This is an optimization exercise on Yosys and OpenROAD, whose aim is small area, not a production implementation. The RTL of this run was laid out without a check of its function. Power figures rest on the tool's default switching activity, not on a simulated workload.

==> flow/design.v <==
`timescale 1ns / 1ps
module Freqdiv(
    input Clk,
    input Clear,
    output Tick
    );
    reg [13:0] present_state,next_state;
    always@(posedge Clk)
       if(Clear)
          present_state<=0;
       else
          present_state<=next_state;
    always@(*)
       next_state=present_state+1;
    assign Tick=(present_state==14'h3FFF);
endmodule
`timescale 1ns / 1ps
module PBdeb(
    input Clk,
    input Clear,
    input Tick,
    input reset_pb,
    output reset_deb
    );
    reg FF1,FF2,FF3;
    always@(posedge Clk)
        if(Clear)
            FF1<=0;
        else if(Tick)
            FF1<=reset_pb;
    always@(posedge Clk)
        if(Clear)
            FF2<=0;
        else if(Tick)
            FF2<=FF1;
    always@(posedge Clk)
        if(Clear)
            FF3<=0;
        else if(Tick)
            FF3<=FF2;
    assign reset_deb=FF1 & FF2 & (~FF3);
endmodule
`timescale 1ns / 1ps
module VGA_CTRL(
    input CLK_65MHz,
    input Clear,
    output reg HSync, 
    output reg VSync,
    output reg VideoOn,
    output [16:0] HCount,  
    output [16:0] VCount
    );
    parameter HPIXELS = 1344; 
    parameter VLINES = 806;
    parameter HBP = 296;  
    parameter HFP = 1320; 
    parameter VBP = 35;  
    parameter VFP = 803;  
    parameter HSP = 136; 
    parameter VSP = 6;  
    reg [16:0]  H_present_state, H_next_state;
    always@(posedge CLK_65MHz)
        if(Clear)
            H_present_state <= 0;
        else
            H_present_state <= H_next_state;
     always@(*)
     begin
        if(H_present_state == HPIXELS-1)
            H_next_state = 0;
        else
            H_next_state = H_present_state + 1;
     end       
    assign HCount = H_present_state;
    always@(*)
        if(H_present_state < HSP)
            HSync = 0;
        else
            HSync = 1;
     reg VSync_flag;
     always@(*)
     begin
        if(H_present_state == HPIXELS-1)
            VSync_flag = 1;
        else
            VSync_flag = 0;
     end     
     reg [16:0] V_present_state, V_next_state;
     always@(posedge CLK_65MHz)
        if(Clear)
            V_present_state <= 0;
        else
            V_present_state <= V_next_state;
     always@(*)
     begin
        if(VSync_flag)
            if(V_present_state == VLINES-1)
                V_next_state = 0;
            else
                V_next_state = V_present_state + 1;             
       else
            V_next_state = V_present_state;
     end       
     assign VCount = V_present_state;
    always@(*)
        if(V_present_state < VSP)
            VSync = 0;
        else
            VSync = 1;
     always@(*)
     begin
        if((H_present_state > HBP) && (H_present_state < HFP) && (V_present_state > VBP)&& (V_present_state < VFP))
            VideoOn = 1;
        else
            VideoOn = 0;
     end
endmodule
`timescale 1ns / 1ps
module VGA_Graphic(
    input CLK_65MHz,
    input Clear,
    input GameOn,
    input VideoOn,
    input GameStartdb,
    input Bar_up,
    input Bar_down,
    input [16:0] HCount,
    input [16:0] VCount,
    output reg [3:0] Red,
    output reg [3:0] Green,
    output reg [3:0] Blue
    );
    parameter HPIXELS = 1344; 
    parameter VLINES = 806;
    parameter HBP = 296;  
    parameter HFP = 1320; 
    parameter VBP = 35;  
    parameter VFP = 803;  
    parameter HSP = 136; 
    parameter VSP = 6;  
    reg game_stop;
    reg refresh_time;
    reg WallOn;
    parameter WALL_R = 1080;
    parameter WALL_L = 1040;   
    always@(*)
    begin
        if(HCount > WALL_L && HCount < WALL_R)
            WallOn = 1;
        else 
            WallOn = 0;
    end
    reg BarOn;
    parameter BAR_L = 300;
    parameter BAR_R = 320;
    parameter BAR_U = 100;
    parameter BAR_S = 200;
    parameter BAR_Vel = 3;
    parameter dec=50;
    reg [16:0]  Bar_v_PS;  
    reg [16:0]  Bar_v_NS;  
    reg [16:0]  Bar_s_PS;
    reg [16:0]  Bar_s_NS;
    always@(*)
    begin
        if((HCount>BAR_L)&&(HCount<BAR_R)&&(VCount>Bar_v_PS)&&(VCount<Bar_v_PS+Bar_s_NS))
            BarOn=1;
        else
            BarOn=0;
    end
    always@(posedge CLK_65MHz) 
    if(Clear)
    begin
        Bar_v_PS<=BAR_U;
    end
    else
    begin
        Bar_v_PS<=Bar_v_NS;
    end
    always@(*)
    begin
      if(HIT_Counter_NS==2)
        Bar_s_NS = Bar_s_PS-dec;
      else if(GameStartdb == 1)
        Bar_s_NS = BAR_S;
      else if(game_stop)
        Bar_s_NS = BAR_S;
      else
        Bar_s_NS=Bar_s_PS;
    end
    always@(posedge CLK_65MHz)
    begin
        if(Clear)
                begin
                    Bar_s_PS <= BAR_S;
                end
            else
                begin
                    Bar_s_PS <= Bar_s_NS;
                end
    end
    always@(*)
    begin
      if(game_stop||~GameOn)
        Bar_v_NS=BAR_U;
      else if((Bar_up==1)&&(refresh_time==1) && (Bar_v_PS>VBP))
        Bar_v_NS=Bar_v_PS-BAR_Vel;
      else if((Bar_down==1)&&(refresh_time==1)&&(Bar_v_PS+Bar_s_NS<VFP))
        Bar_v_NS=Bar_v_PS+BAR_Vel;
      else 
        Bar_v_NS=Bar_v_PS;
    end
    reg BallOn;
    parameter BALL_L = 450;
    parameter BALL_U = 200;
    parameter BALL_S = 31;
    parameter BALL_Vel = 5;
    reg [16:0] Ball_h_PS, Ball_v_PS;  
    reg [16:0] Ball_h_NS, Ball_v_NS;  
    reg [16:0] Ball_hdir_PS, Ball_vdir_PS;  
    reg [16:0] Ball_hdir_NS, Ball_vdir_NS;  
    always@(*)
    begin
        if((HCount > Ball_h_PS) && (HCount < Ball_h_PS + BALL_S) && (VCount > Ball_v_PS) && (VCount < Ball_v_PS+BALL_S))
            BallOn = 1;
        else 
            BallOn = 0;
    end
    always@(posedge CLK_65MHz)
    begin
            if(Clear)
                begin
                    Ball_h_PS <= BALL_L;
                    Ball_v_PS <= BALL_U;
                end
            else
                begin
                    Ball_h_PS <= Ball_h_NS;
                    Ball_v_PS <= Ball_v_NS;
                end
    end
    always@(*)
    begin
        refresh_time = ((HCount ==0) && (VCount==0));
    end
    always@(*)
    begin
        if((refresh_time == 1) && (game_stop==0))
            begin
                Ball_h_NS = Ball_h_PS + Ball_hdir_PS;
                Ball_v_NS = Ball_v_PS + Ball_vdir_PS;
            end
       else if(game_stop)
            begin
                Ball_h_NS = BALL_L;
                Ball_v_NS = BALL_U;
            end
        else
            begin
                Ball_h_NS = Ball_h_PS;
                Ball_v_NS = Ball_v_PS;
            end
    end
   always@(posedge CLK_65MHz)
   begin
        if(Clear)
            begin
                Ball_hdir_PS <= BALL_Vel;
                Ball_vdir_PS <= BALL_Vel;
            end
        else
            begin
                Ball_hdir_PS <= Ball_hdir_NS;
                Ball_vdir_PS <= Ball_vdir_NS;
            end
   end
   reg[3:0] Ball_vel_PS,Ball_vel_NS;
   always@(*)
   begin
        if(Ball_h_PS+BALL_S >= WALL_L)
            begin
                Ball_hdir_NS = -Ball_vel_PS;
                Ball_vdir_NS = Ball_vdir_PS;
            end
        else if((Ball_h_PS <= BAR_R)&&(~((Ball_v_PS>Bar_v_PS+Bar_s_NS)||(Ball_v_PS+BALL_S<Bar_v_PS))))
            begin
                Ball_hdir_NS = Ball_vel_PS;
                Ball_vdir_NS = Ball_vdir_PS;
            end
        else if(Ball_v_PS <= VBP)
            begin
                Ball_hdir_NS = Ball_hdir_PS;
                Ball_vdir_NS = BALL_Vel;
            end
        else if(Ball_v_PS + BALL_S>= VFP)
            begin
                Ball_hdir_NS = Ball_hdir_PS;
                Ball_vdir_NS = -BALL_Vel;
            end
         else
            begin
                Ball_hdir_NS = Ball_hdir_PS;
                Ball_vdir_NS = Ball_vdir_PS;
            end
   end
   always@(posedge CLK_65MHz)
   begin
        if(Clear)
            Ball_vel_PS<=BALL_Vel;
        else
            Ball_vel_PS<=Ball_vel_NS;
   end
   reg [5:0] HIT_Counter_PS,HIT_Counter_NS;
   always@(posedge CLK_65MHz)
   begin
        if(Clear)
            HIT_Counter_PS <=0;
        else
            HIT_Counter_PS <= HIT_Counter_NS;
   end
   always@(*)
   begin
          if(HIT_Counter_PS==2)
                Ball_vel_NS=Ball_vel_PS+2;
          else if(game_stop)
                Ball_vel_NS = BALL_Vel;
          else if(GameStartdb)
                Ball_vel_NS =BALL_Vel;
          else
                Ball_vel_NS=Ball_vel_PS;
   end
   always@(*)
   begin
          if(HIT_Counter_PS>=2)
                HIT_Counter_NS=0;
          else if((Ball_h_PS+BALL_S >= WALL_L)  && (refresh_time==1))
                HIT_Counter_NS = HIT_Counter_PS +1;
          else if(game_stop)
                HIT_Counter_NS = 0;
          else if(GameStartdb)
                HIT_Counter_NS =0;
          else
                HIT_Counter_NS=HIT_Counter_PS;
   end
   always@(posedge CLK_65MHz)
   begin
        if(Clear)
            game_stop <=1;
        else if((Ball_h_PS <= BAR_R)&&((Ball_v_PS>Bar_v_PS+Bar_s_NS)||(Ball_v_PS+BALL_S<Bar_v_PS)))
            begin
               game_stop <=1;
            end
        else if(GameStartdb == 1)
            game_stop <= 0;
        else if(GameOn==0)
            game_stop<=1;
   end
   always@(*)
    begin
        Red = 4'b0000; 
        Green = 4'b0000; 
        Blue = 4'b0000;
        if (VideoOn == 1 && GameOn == 1 && BallOn==1)   
        begin
            Red = 4'b1111; 
            Green = 4'b0000; 
            Blue = 4'b0000;
        end   
        else if (VideoOn == 1 && GameOn == 1 && BarOn==1)   
        begin
            Red = 4'b0000; 
            Green = 4'b0000; 
            Blue = 4'b1111;
        end   
        else if (VideoOn == 1 && GameOn == 1 && WallOn==1)   
        begin
            Red = 4'b0000; 
            Green = 4'b0000; 
            Blue = 4'b1111;
        end     
        else if (VideoOn == 1 && GameOn == 1)   
        begin
            Red = 4'b1111; 
            Green = 4'b1111; 
            Blue = 4'b0000;
        end
        else if (VideoOn == 1)  
        begin
            Red = 4'b1111; 
            Green = 4'b1111; 
            Blue = 4'b1111;
        end
    end 
endmodule
`timescale 1ns / 1ps
module TopVGAGame(
    input CLK_65MHz,
    input Clear,
    input GameOn,
    input GameStart,
    input Bar_up,
    input Bar_down,
    output HSync,
    output VSync,
    output [3:0] Red,
    output [3:0] Green,
    output [3:0] Blue
    );
    wire [16:0] HCount,VCount;
    wire Tick, GameStartdb, VideoOn;
    localparam HPIXELS = 168, VLINES = 101, HBP = 37, HFP = 165, VBP = 4, VFP = 100, HSP = 17, VSP = 1;
    Freqdiv F1(.Clk(CLK_65MHz),.Clear(Clear),.Tick(Tick));
    PBdeb P1(.Clk(CLK_65MHz),.Clear(Clear),.Tick(Tick),.reset_pb(GameStart),.reset_deb(GameStartdb));
    VGA_CTRL #(.HPIXELS(HPIXELS),.VLINES(VLINES),.HBP(HBP),.HFP(HFP),.VBP(VBP),.VFP(VFP),.HSP(HSP),.VSP(VSP))
    V1(.CLK_65MHz(CLK_65MHz), .Clear(Clear), .HSync(HSync), .VSync(VSync),
    .VideoOn(VideoOn),.HCount(HCount),.VCount(VCount));
    VGA_Graphic #(.HPIXELS(HPIXELS),.VLINES(VLINES),.HBP(HBP),.HFP(HFP),.VBP(VBP),.VFP(VFP),.HSP(HSP),.VSP(VSP),
                  .WALL_R(135),.WALL_L(130),.BAR_L(37),.BAR_R(40),.BAR_U(12),.BAR_S(25),.BAR_Vel(6),.dec(6),
                  .BALL_L(56),.BALL_U(25),.BALL_S(4),.BALL_Vel(5))
    V2(.CLK_65MHz(CLK_65MHz),.Clear(Clear),.GameOn(GameOn),.GameStartdb(GameStartdb),
                         .VideoOn(VideoOn),.Bar_up(Bar_up),.Bar_down(Bar_down),.HCount(HCount), .VCount(VCount), .Red(Red),
                         .Green(Green),.Blue(Blue));
    endmodule
==> flow/run.sh <==
#!/bin/bash
# synth_recipe.tcl (not shown) runs the flow's synth.tcl, then flattens the netlist and writes it again
# the make line also repeats each setting of config.mk as NAME=value (left out here)
make -C /OpenROAD-flow-scripts/flow DESIGN_CONFIG=/design/flow/config.mk WORK_HOME=/design/flow/orfs CLKGATE_MAP_FILE= SYNTH_SCRIPT=/design/flow/synth_recipe.tcl finish
==> flow/config.mk <==
export PLATFORM = sky130hd
export DESIGN_NAME = TopVGAGame
export DESIGN_NICKNAME = TopVGAGame
export VERILOG_FILES = /design/flow/design.v
export SDC_FILE = /design/flow/constraint.sdc
export NUM_CORES = 4
export LEC_CHECK = 0
export CAP_MARGIN = 20
export CORE_MARGIN = 2
export CORE_UTILIZATION = 40
export SLEW_MARGIN = 20
==> flow/constraint.sdc <==
create_clock -name core_clock -period 15.4 [get_ports {CLK_65MHz}]
set_input_delay 3.0800 -clock core_clock [delete_from_list [all_inputs] [get_ports {CLK_65MHz}]]
set_output_delay 3.0800 -clock core_clock [all_outputs]
set_load 0.01 [all_outputs]
==> run notes <==
[per-stage QoR]
stage / instance area, um2 / power (mW) / setup slack [ns] / util / instances
global placement: 13300 / 0.429 / 4.18 / 0.421 / 1995
global route: 13900 / 0.858 / 2.54 / 0.440 / 2027
finish: 13900 / 0.831 / 3.38 / 0.440 / 2027
detailed placement: 13300 / 0.429 / 3.91 / 0.422 / 1995
floorplan: 12800 / 0.414 / 5.92 / - / 1622
CTS: 13900 / 0.839 / 3.40 / 0.440 / 2027
[per-layer routing]
| metal | part of all wire | global-route usage |
|---|---|---|
| met3 | 0.037 | 0.0328 |
| met1 | 0.47 | 0.279 |
| met5 | 0 | 0 |
| met4 | 0.024 | 0.0656 |
| met2 | 0.47 | 0.366 |
[worst max-delay path, delay by kind of cell, from the launching register on]
family | cells | cell delay, ns
AOI/OAI and AO/OA | 8 | 2.85
adders and majority gates | 2 | 0.71
buffers and inverters | 2 | 0.85
DFF | 1 | 0.42
and+or+nand+nor | 10 | 3.63
[cells by family (layout without fill, tap and decap cells)]
family | count (synthesis) | count (layout) | share of synthesized area
adders and majority gates | 209 | 209 | 0.207
and+or+nand+nor | 606 | 606 | 0.237
DFF | 138 | 138 | 0.216
buffers and inverters | 157 | 160 | 0.0498
muxes | 32 | 32 | 0.0256
AOI/OAI and AO/OA | 357 | 357 | 0.182
other | 1 | 3 | 0.000293
xor gates and xnor gates | 120 | 120 | 0.0822
[power groups by stage]
stage	Sequential, mW	Combinational (mW)	Clock (mW)
3_3_place_gp	0.369	0.0594	0
5_1_grt	0.361	0.0668	0.430
4_1_cts	0.361	0.0601	0.418
6_report	0.361	0.0603	0.410
3_5_place_dp	0.369	0.0600	0
2_1_floorplan	0.368	0.0466	0
[worst paths after layout]
| path | cells after the start | startpoint | slack, ns | to |
|---|---|---|---|---|
| setup / recovery | 22 | V1.V_present_state[12]$_SDFFE_PP0P_ | 3.38 | Red[2] |
| hold reg to reg | 1 | F1.present_state[0]$_SDFF_PP0_ | 0.45 | F1.present_state[0]$_SDFF_PP0_ |
| setup reg to reg | 24 | V1.V_present_state[12]$_SDFFE_PP0P_ | 7.38 | V2.Ball_vdir_PS[2]$_SDFFE_PP1P_ |
| hold / removal | 1 | F1.present_state[0]$_SDFF_PP0_ | 0.45 | F1.present_state[0]$_SDFF_PP0_ |
[registers in the layout (all words and copies together) (netlist names)]
name	count
P1.FF2	1
V2.Ball_hdir_PS	7
V2.Bar_s_PS	17
P1.FF3	1
V1.H_present_state	17
V2.Ball_vel_PS	4
P1.FF1	1
V2.Ball_vdir_PS	2
V2.Ball_h_PS	17
V1.V_present_state	17
V2.HIT_Counter_PS	6
V2.Ball_v_PS	17
F1.present_state	14
V2.game_stop	1
V2.Bar_v_PS	16
[layout by cell type (no fill, tap or decap), drive strengths merged, types with 14 or more instances in the layout]
master,instances
a21o,35
a21oi,120
and2,22
and3,18
clkbuf,18
clkdlybuf4s50,19
dfxtp,138
ha,204
inv,110
mux2i,26
nand2,136
nand2b,19
nand3,81
nand4,35
nor2,154
nor2b,20
nor3,35
nor4,25
o211ai,15
o21ai,68
or2,14
or3,15
xnor2,70
xor2,50
[layout make-up]
class | count | share of cell area
clock buffers | 18 | 0.0317
repair buffers | 26 | 0.0175
flip-flops and latches | 138 | 0.199
inverters | 102 | 0.0276
multi-input cells | 1327 | 0.678
clock inverters | 14 | 0.00947
well taps | 402 | 0.0363
==> results.tsv <==
metric	value	unit
diodes inserted	0	
num rows	65	
Post-synth top cells	204 x ha_1, 154 x nor2_1, 138 x dfxtp_1, 136 x nand2_1, 120 x a21oi_1	
post-synth top area cell	dfxtp_1	
FF/Latch Area	0.00276	mm2
clock sinks	138	
gpl congestion	0.930	
internal power	598	uW
# resized after CTS	0	
Peak VDD IR	0.0767	mV
Syn Std Cell Area	0.0128	mm2
core area	0.0316	mm2
Root Driver	clkbuf_16	
initial antenna violation count	0	
Die ar.	0.0334	mm2
EDFF count, synth	0	
via density per instance	5.61	
# DRC	0	
H-Tree Level Count	4	
Distinct cells, synth	80	
Final Hold Viols	0	
GR Util All Layers	0.214	
Achievable Freq	0.0832	GHz
I/O pin cnt	20	
largest net degree at the start of global routing	36	
clock-pin transition on the worst setup and hold timing paths	0.07	ns
Cell Pwr Density	59.9	mW/mm2
Routed WL	35400	um
Clock power frac	0.493	
Largest stage delay, worst path	0.83	ns
WS Path Type	register to output pin	
Synth warnings	4	
Worst setup EP type	output pin	
detailed placement HPWL	27600	um
Net Sw Frac	0.281	
Yosys reg bits	138	
minimum clock period	12.02	ns
clock skew	0.0129	ns
critical-path cell list	nor4_1 -> nand4_1 -> or4_1 -> buf_4 -> nor3_4 -> nand3_1 -> o211ai_1 -> o31ai_1 -> ha_1 -> and2_1 -> o2bb2ai_1 -> o21bai_1 -> a2111oi_4 -> nor4_1 -> nor3b_1 -> ha_1 -> and4_1 -> a2111oi_0 -> nand4b_1 -> a2111oi_1 -> o21ai_0 -> clkdlybuf4s50_1	
setup violators final	0	
Max clock buf depth	2	
Async SR Flop Fraction	0	
worst-margin pin slew	1.06	ns
Hold-fix buffers, CTS	0	
min-delay worst type	register to register	
CTS tree	yes	
RSZ-0062 raised after global routing	false	
Area growth syn-to-layout	8.46	%
startpoint class of the critical path	register	
Initial Util	0.405	
arrival time worst endpoint	8.94	ns
vias in the first global route	10800	
routed vias	11400	
Switching Power	233	uW
Nets	1826	
WP data required	12.32	ns
PortBufs	19	
Layout fillers	3161	
fin. max-slew vios	0	
chip width	183	um
Synth Flop Type	dfxtp_1	
Synth Instances	1620	
Overflow after GRT	0	
setup_tns	0	ns
Yosys top cell area share	0.216	
Antenna Nets Post-Route	0	
multi-input logic area	0.00941	mm2
max-cap viol count	0	
share of layout cells above drive strength 1	0.0486	
global-route wire length before repair	57100	um
initial drt markers	736	
crit-path max FO	35	
postcts setup bufs	0	
fin crit share	0.781	
Flop pwr share	0.434	
leak pwr	6.00	nW
synthesized area per cell	7.90	um2
CTS Buf Count	17	
status	finished clean	
slowest stage cell, crit path	a2111oi_1	
register area share after synthesis	0.216	
Hold WS	0.446	ns
drt wl/cell	17.5	um
most frequent cell after synthesis	ha_1	
Gate power share	0.073	
Die Y	183	um
Pre-antenna DRT Iters	6	
Skew-Pair Late Insertion Delay	0.45	ns
Slew HR	0.292	
largest cells by area after synthesis	dfxtp_1 22%, ha_1 20%, xnor2_1 4.8%, a21oi_1 4.7%, nor2_1 4.5%	

-- port drivers added, routing unchanged --
The results above use ideal ports. As a check the final layout listed here was re-extracted and re-timed, cells and wires unchanged.
Step 1 (the two cells are an assumption about what drives the block):
set clk [get_ports {CLK_65MHz}]
set_driving_cell -lib_cell sky130_fd_sc_hd__clkbuf_16 $clk
set_driving_cell -lib_cell sky130_fd_sc_hd__buf_2 [delete_from_list [all_inputs] $clk]
Step 2 times the ports against the registers' clock, not the clock port: input delays grow and output delays shrink by t, the midpoint of the rising clock arrivals with the driver on.
a / b / c = no drivers / after step 1 / after step 2; a / b = the first two.
shift t [ns]: 0.486
slack for setup (ns): 3.376 / 3.330 / 3.816
worst setup path after step 2: register to output
clock arrival spread, ns: 0.012 / 0.013
worst register clock-pin slew, ns: 0.07 / 0.07
After both steps setup and hold are still met in this run. For this run, drivers alone change the setup slack by -0.046 ns; drivers and shift together by +0.440 ns.
